This design comes from an exercise in tuning for small area, a short achievable clock period and few clock cycles on the open sky130 flow, not from production work.
Only simulation tests tie the RTL to the original design; equivalence was not proved.

==> flow/design.v (excerpt) <==
module kalman_fsm_3d #(
    parameter DATA_WIDTH = 32,
    parameter K_SCALED = 137
)(
    input  wire clk,
    input  wire rst,
    input  wire start,
    input  wire signed [DATA_WIDTH-1:0] z_in_x,
    input  wire signed [DATA_WIDTH-1:0] z_in_y,
    input  wire signed [DATA_WIDTH-1:0] z_in_z,
    output reg signed [DATA_WIDTH-1:0] x_out_x,
    output reg signed [DATA_WIDTH-1:0] x_out_y,
    output reg signed [DATA_WIDTH-1:0] x_out_z,
    output reg done
);
Size in the first run: about 3,300 cells after synthesis, about 190 flip-flops, about 200 I/O pins.
==> flow/config.mk <==
export PLATFORM = sky130hd
export DESIGN_NAME = kalman_fsm_3d
export DESIGN_NICKNAME = kalman_fsm_3d
export VERILOG_FILES = /design/flow/design.v
export SDC_FILE = /design/flow/constraint.sdc
export NUM_CORES = 4
export LEC_CHECK = 0
export CAP_MARGIN = 20
export CORE_MARGIN = 2
export CORE_UTILIZATION = 40
export PLACE_DENSITY = 0.75
export SETUP_SLACK_MARGIN = 2
export SLEW_MARGIN = 20
==> flow/constraint.sdc <==
create_clock -name core_clock -period 10.0 [get_ports {clk}]
set_input_delay 2.0000 -clock core_clock [delete_from_list [all_inputs] [get_ports {clk}]]
set_output_delay 2.0000 -clock core_clock [all_outputs]
set_load 0.01 [all_outputs]
standard.sh (not shown) runs the stock make flow with config.mk's settings and CLKGATE_MAP_FILE= SYNTH_SCRIPT=/design/flow/synth_recipe.tcl, a recipe that flattens the netlist after the stock synthesis.
==> flow/flow/run.sh <==
#!/bin/bash
# The standard layout (the standard.sh: ORFS synthesis to finish, all
# settings from config.mk), except that the port buffers that global
# placement inserts on every input and output are the smallest buffer
# (buf_1) instead of the cell buffer_ports picks by default
# (clkdlybuf4s50_1, a delay cell).  Every port is still buffered.
# ORFS writes each tool's log under orfs/logs/; make's own output goes to
# standard.log here.
set -euo pipefail
export BUFFER_PORTS_ARGS="-buffer_cell sky130_fd_sc_hd__buf_1"
bash standard.sh > standard.log 2>&1
The starting point completed with no timing, DRC or antenna violations.
Testbench counts at the start, summed over its fixed seeds: cycles 4,088.
Change:
- PLACE_DENSITY: 0.75 -> 0.6
- SETUP_SLACK_MARGIN: 2 -> 3
Worst setup slack gets better by 120 ps.
Cell area climbs by about 6%.
Synthesized cell count is unchanged.
Global-route usage is higher by 0.98 points.
Fmax rises by about 1.6%.
Routed wire length rose by about 4%.
Critical path depth grows by 2.
Sequential cell count stays the same.
Change:
- SETUP_SLACK_MARGIN: 3 -> 2
The new run finished clean.
Clock skew goes down by 3.3 ps.
Wire length decreases by 5.2%.
Setup slack improved by 5.9 ps.
Change:
- PLACE_DENSITY: 0.6 -> 0.5
What happened:
- routed wire length came out higher by 6.0%
- clock skew goes up by 5.0 ps
- setup slack stays flat
- core utilization grows by 0.28 points
- die area is unchanged
- register-to-register slack got worse by 50 ps
- maximum frequency hardly moves
Change:
- PLACE_DENSITY: 0.5 -> 0.6
- SETUP_SLACK_MARGIN: 2 -> 4
First-iteration DRC count climbs by 17%.
Die area does not change.
Core utilization grows by 3.6 points.

* * *

kalman_fsm_3d again, from the RTL that the note above started with.
export LEC_CHECK = 0
export CAP_MARGIN = 20
export CORE_MARGIN = 2
export CORE_UTILIZATION = 40
export PLACE_DENSITY = 0.6
export SETUP_SLACK_MARGIN = 2.25
export SLEW_MARGIN = 20
create_clock -name core_clock -period 10.0 [get_ports {clk}]
Scripts as last shown in full above: flow/flow/run.sh
Testbench counts at the start, summed over its fixed seeds: cycles 4,088.
Edit:
Settings changed: CTS_BUF_LIST from default to sky130_fd_sc_hd__clkbuf_4 sky130_fd_sc_hd__clkbuf_8, SETUP_SLACK_MARGIN 2.25 to 2.
=> The new run completed with no timing, DRC or antenna violations; hold slack gains 16 ps; via count falls slightly; routed wire length falls by a few percent; setup slack loses 280 ps; utilization falls by 1.3 points.
Edit:
Settings changed: CORE_UTILIZATION 40 to 60, CTS_BUF_LIST sky130_fd_sc_hd__clkbuf_4 sky130_fd_sc_hd__clkbuf_8 to default, PLACE_DENSITY 0.6 to 0.75.
After rerunning: The new run passed the timing, DRC and antenna checks; sequential share of layout area is about the same; final area barely changes; worst hold slack degrades by 16 ps.
Edit:
==> flow/run.sh (new file) <==
#!/bin/bash
# synth_recipe.tcl (not shown) runs the flow's synth.tcl, then flattens the netlist and writes it again
# the make line also repeats each setting of config.mk as NAME=value (left out here)
make -C /OpenROAD-flow-scripts/flow DESIGN_CONFIG=/design/flow/config.mk WORK_HOME=/design/flow/orfs CLKGATE_MAP_FILE= SYNTH_SCRIPT=/design/flow/synth_recipe.tcl finish
Settings changed: CORE_UTILIZATION 60 to 40, PLACE_DENSITY 0.75 to 0.6, SETUP_SLACK_MARGIN 2 to default.
removed: flow/flow/run.sh
removed: flow/standard.sh
Count of clock-buffer cells in the layout grows by 1.
Routed wire length barely changes.
Critical path depth shrinks by 2.
Via count shrinks by a few percent.
Final area grows slightly.
Global-route usage shrinks by 8.9 points.
Final cell count grows by a few percent.
Sequential share of layout area shrinks by 0.15 points.
Hold slack is about the same.
Edit:
==> flow/flow/run.sh (new file) <==
#!/bin/bash
# The standard layout (the standard.sh: ORFS synthesis to finish, all
# settings from config.mk), except that the port buffers that global
# placement inserts on every input and output are the smallest buffer
# (buf_1) instead of the cell buffer_ports picks by default
# (clkdlybuf4s50_1, a delay cell).  Every port is still buffered.
# ORFS writes each tool's log under orfs/logs/; make's own output goes to
# standard.log here.
set -euo pipefail
export BUFFER_PORTS_ARGS="-buffer_cell sky130_fd_sc_hd__buf_1"
bash standard.sh > standard.log 2>&1
==> flow/standard.sh (new file) <==
#!/bin/bash
# synth_recipe.tcl (not shown) runs the flow's synth.tcl, then flattens the netlist and writes it again
# the make line also repeats each setting of config.mk as NAME=value (left out here)
make -C /OpenROAD-flow-scripts/flow DESIGN_CONFIG=/design/flow/config.mk WORK_HOME=/design/flow/orfs CLKGATE_MAP_FILE= SYNTH_SCRIPT=/design/flow/synth_recipe.tcl "${@:-finish}"
Settings changed: CAP_MARGIN 20 to 0, SETUP_SLACK_MARGIN from default to 2, SLEW_MARGIN 20 to 0.
removed: flow/run.sh
The new run finished clean.
Synthesized cell count does not change.
Routed wire length goes up slightly.
Count of clock-buffer cells in the layout goes up by 1.
Register-to-register slack improves by 670 ps.
Critical path depth does not change.
Area after synthesis is unchanged.
Final area goes down slightly.
Edit:
Settings changed: CAP_MARGIN 0 to 20, SETUP_SLACK_MARGIN 2 to 1.75, SLEW_MARGIN 0 to 20.
- critical path depth is unchanged
- worst setup slack gets worse by 110 ps
- worst hold slack gets worse by 10 ps
- wire length fell by 1.6%
- maximum frequency fell by 1.3%
- sequential share of layout area rose by 0.22 points

* * *

Starting RTL as in the previous note.
export LEC_CHECK = 0
export CAP_MARGIN = 20
export CORE_MARGIN = 2
export CORE_UTILIZATION = 40
export GPL_TIMING_DRIVEN = 1
export PLACE_DENSITY = 0.6
export SETUP_SLACK_MARGIN = 2
export SLEW_MARGIN = 20
export TNS_END_PERCENT = 100
create_clock -name core_clock -period 10.0 [get_ports {clk}]
==> flow/flow/run.sh <==
#!/bin/bash
# The standard layout (the standard.sh: ORFS synthesis to finish, all
# settings from config.mk), except that the port buffers that global
# placement inserts on every input and output are the smallest buffer
# (buf_1) instead of the cell buffer_ports picks by default
# (clkdlybuf4s50_1, a delay cell).  Every port is still buffered.
# ORFS writes each tool's log under orfs/logs/; make's own output goes to
# standard.log here.
set -euo pipefail
export BUFFER_PORTS_ARGS="-buffer_cell sky130_fd_sc_hd__buf_1"
bash standard.sh > standard.log 2>&1
The starting point produced a clean layout.
Testbench counts at the start, summed over its fixed seeds: cycles 4,088.
Next try:
- GPL_TIMING_DRIVEN: 1 -> not set
- SETUP_SLACK_MARGIN: 2 -> 1.5
- TNS_END_PERCENT: 100 -> not set
=> Via count drops by about 1.3%; utilization is lower by 1.3 points; worst hold slack gets worse by 0.010 ns; fmax fell by 3.6%; cell count shrinks by 0.67%; worst setup slack gets worse by 0.30 ns.

* * *

== run 1 ==
kalman_fsm_3d, a different RTL version from the one above (not shown whole).
Size in the first run: about 3000 cells after synthesis, roughly 190 flip-flops, ~200 I/O pins, about 0.028 mm² of cells after synthesis.
==> flow/config.mk <==
export PLATFORM = sky130hd
export DESIGN_NAME = kalman_fsm_3d
export DESIGN_NICKNAME = kalman_fsm_3d
export VERILOG_FILES = /design/flow/design.v
export SDC_FILE = /design/flow/constraint.sdc
export NUM_CORES = 4
export LEC_CHECK = 0
export CAP_MARGIN = 20
export CORE_MARGIN = 2
export CORE_UTILIZATION = 40
export PLACE_DENSITY = 0.6
export SETUP_SLACK_MARGIN = 0
export SLEW_MARGIN = 20
==> flow/constraint.sdc <==
create_clock -name core_clock -period 10.0 [get_ports {clk}]
set_input_delay 2.0000 -clock core_clock [delete_from_list [all_inputs] [get_ports {clk}]]
set_output_delay 2.0000 -clock core_clock [all_outputs]
set_load 0.01 [all_outputs]
Scripts as last shown in full above: flow/flow/run.sh
Run 1 closes out successfully: all stages finished, all timing, DRC and antenna checks passed.
Testbench counts of run 1, summed over its fixed seeds: cycles 4,088.
### run 1 -> run 2
# run 1
export LEC_CHECK = 0
export CAP_MARGIN = 20
export CORE_MARGIN = 2
export CORE_UTILIZATION = 40
export PLACE_DENSITY = 0.6
export SETUP_SLACK_MARGIN = 0
export SLEW_MARGIN = 20
create_clock -name core_clock -period 10.0 [get_ports {clk}]
# run 2
export LEC_CHECK = 0
export CAP_MARGIN = 20
export CORE_MARGIN = 2
export CORE_UTILIZATION = 40
export PLACE_DENSITY = 0.6
export SETUP_SLACK_MARGIN = 1
export SLEW_MARGIN = 20
create_clock -name core_clock -period 10.0 [get_ports {clk}]
- Run 2 has completed all stages; timing, DRC and antenna checks passed.
- Run 1 finished end to end and its layout was clean on timing, DRC and antenna.
- Diff run 1 -> run 2: via count of the first global-routing pass climbed about 0.43%.
- Area overhead of the layout relative to synthesis delta for run 2 relative to run 1: 4.5 points higher
- Compared to run 1, the routing of run 2 uses more wire.
- Setup WNS run 1 -> run 2: better
The inputs of run 3 differ from those of run 2 as listed below.
# run 2
export LEC_CHECK = 0
export CAP_MARGIN = 20
export CORE_MARGIN = 2
export CORE_UTILIZATION = 40
export PLACE_DENSITY = 0.6
export SETUP_SLACK_MARGIN = 1
export SLEW_MARGIN = 20
create_clock -name core_clock -period 10.0 [get_ports {clk}]
# run 3
export LEC_CHECK = 0
export CAP_MARGIN = 20
export CORE_MARGIN = 2
export CORE_UTILIZATION = 40
export PLACE_DENSITY = 0.6
export SETUP_SLACK_MARGIN = 2
export SLEW_MARGIN = 20
create_clock -name core_clock -period 10.0 [get_ports {clk}]
### Flow results
- The setup slack reported for run 3 is greater than that of run 2 by 410 ps.
- Minimum clock period after layout: run 3 vs run 2 down 410 ps
- Combined buffer and inverter count along the critical path (run 3 over run 2): increase, 4
- Against run 2, run 3 reports a fraction of layout instances using a drive strength above 1 that is higher.

==> what the ideal ports hide <==
The flow's constraints put no driver on any port. The routed layouts listed below were extracted and timed again, unchanged, in two steps.
Step 1 sets driving cells, clkbuf_16 on the clock port and buf_2 on the other inputs (assumed; they add their load-dependent delay and slew).
Step 2 also shifts input and output timing later by t, the mid clock arrival at the registers, as if the neighbouring blocks saw the same clock.
a / b / c = ideal / step 1 / step 2; a / b = the first two.
run | t, ns | setup slack, ns | worst setup path after step 2 | pins driven straight from the clock port
the first run of note 1 | 0.543 | 1.948 / 1.981 / 1.438 | input to register | 1
the second run of note 1 | 0.546 | 2.073 / 2.109 / 1.564 | input to register | 1
the third run of note 1 | 0.534 | 2.079 / 2.115 / 1.582 | input to register | 1
the fourth run of note 1 | 0.543 | 2.077 / 2.117 / 1.574 | input to register | 1
the fifth run of note 1 | 0.552 | 2.111 / 2.148 / 1.596 | input to register | 1
the first run of note 2 | 0.554 | 2.229 / 2.270 / 1.715 | input to register | 1
the second run of note 2 | 0.617 | 1.947 / 1.983 / 1.366 | input to register | 1
the third run of note 2 | 0.514 | 2.034 / 2.058 / 1.544 | input to register | 1
the fourth run of note 2 | 0.544 | 1.010 / 1.046 / 0.502 | input to register | 1
the fifth run of note 2 | 0.534 | 2.079 / 2.115 / 1.582 | input to register | 1
the sixth run of note 2 | 0.547 | 1.972 / 2.006 / 1.459 | input to register | 1
the first run of note 3 | 0.534 | 2.079 / 2.115 / 1.582 | input to register | 1
the second run of note 3 | 0.550 | 1.781 / 1.820 / 1.269 | input to register | 1
run 1 | 0.563 | 0.653 / 0.653 / 0.308 | input to register | 1
run 2 | 0.569 | 1.321 / 1.321 / 0.953 | input to register | 1
run 3 | 0.565 | 1.734 / 1.734 / 1.245 | input to register | 1
After both steps every run listed still meets setup and hold. For the second run of note 2, which loses most, drivers alone change the setup slack by +0.036 ns; drivers and shift together by -0.581 ns.
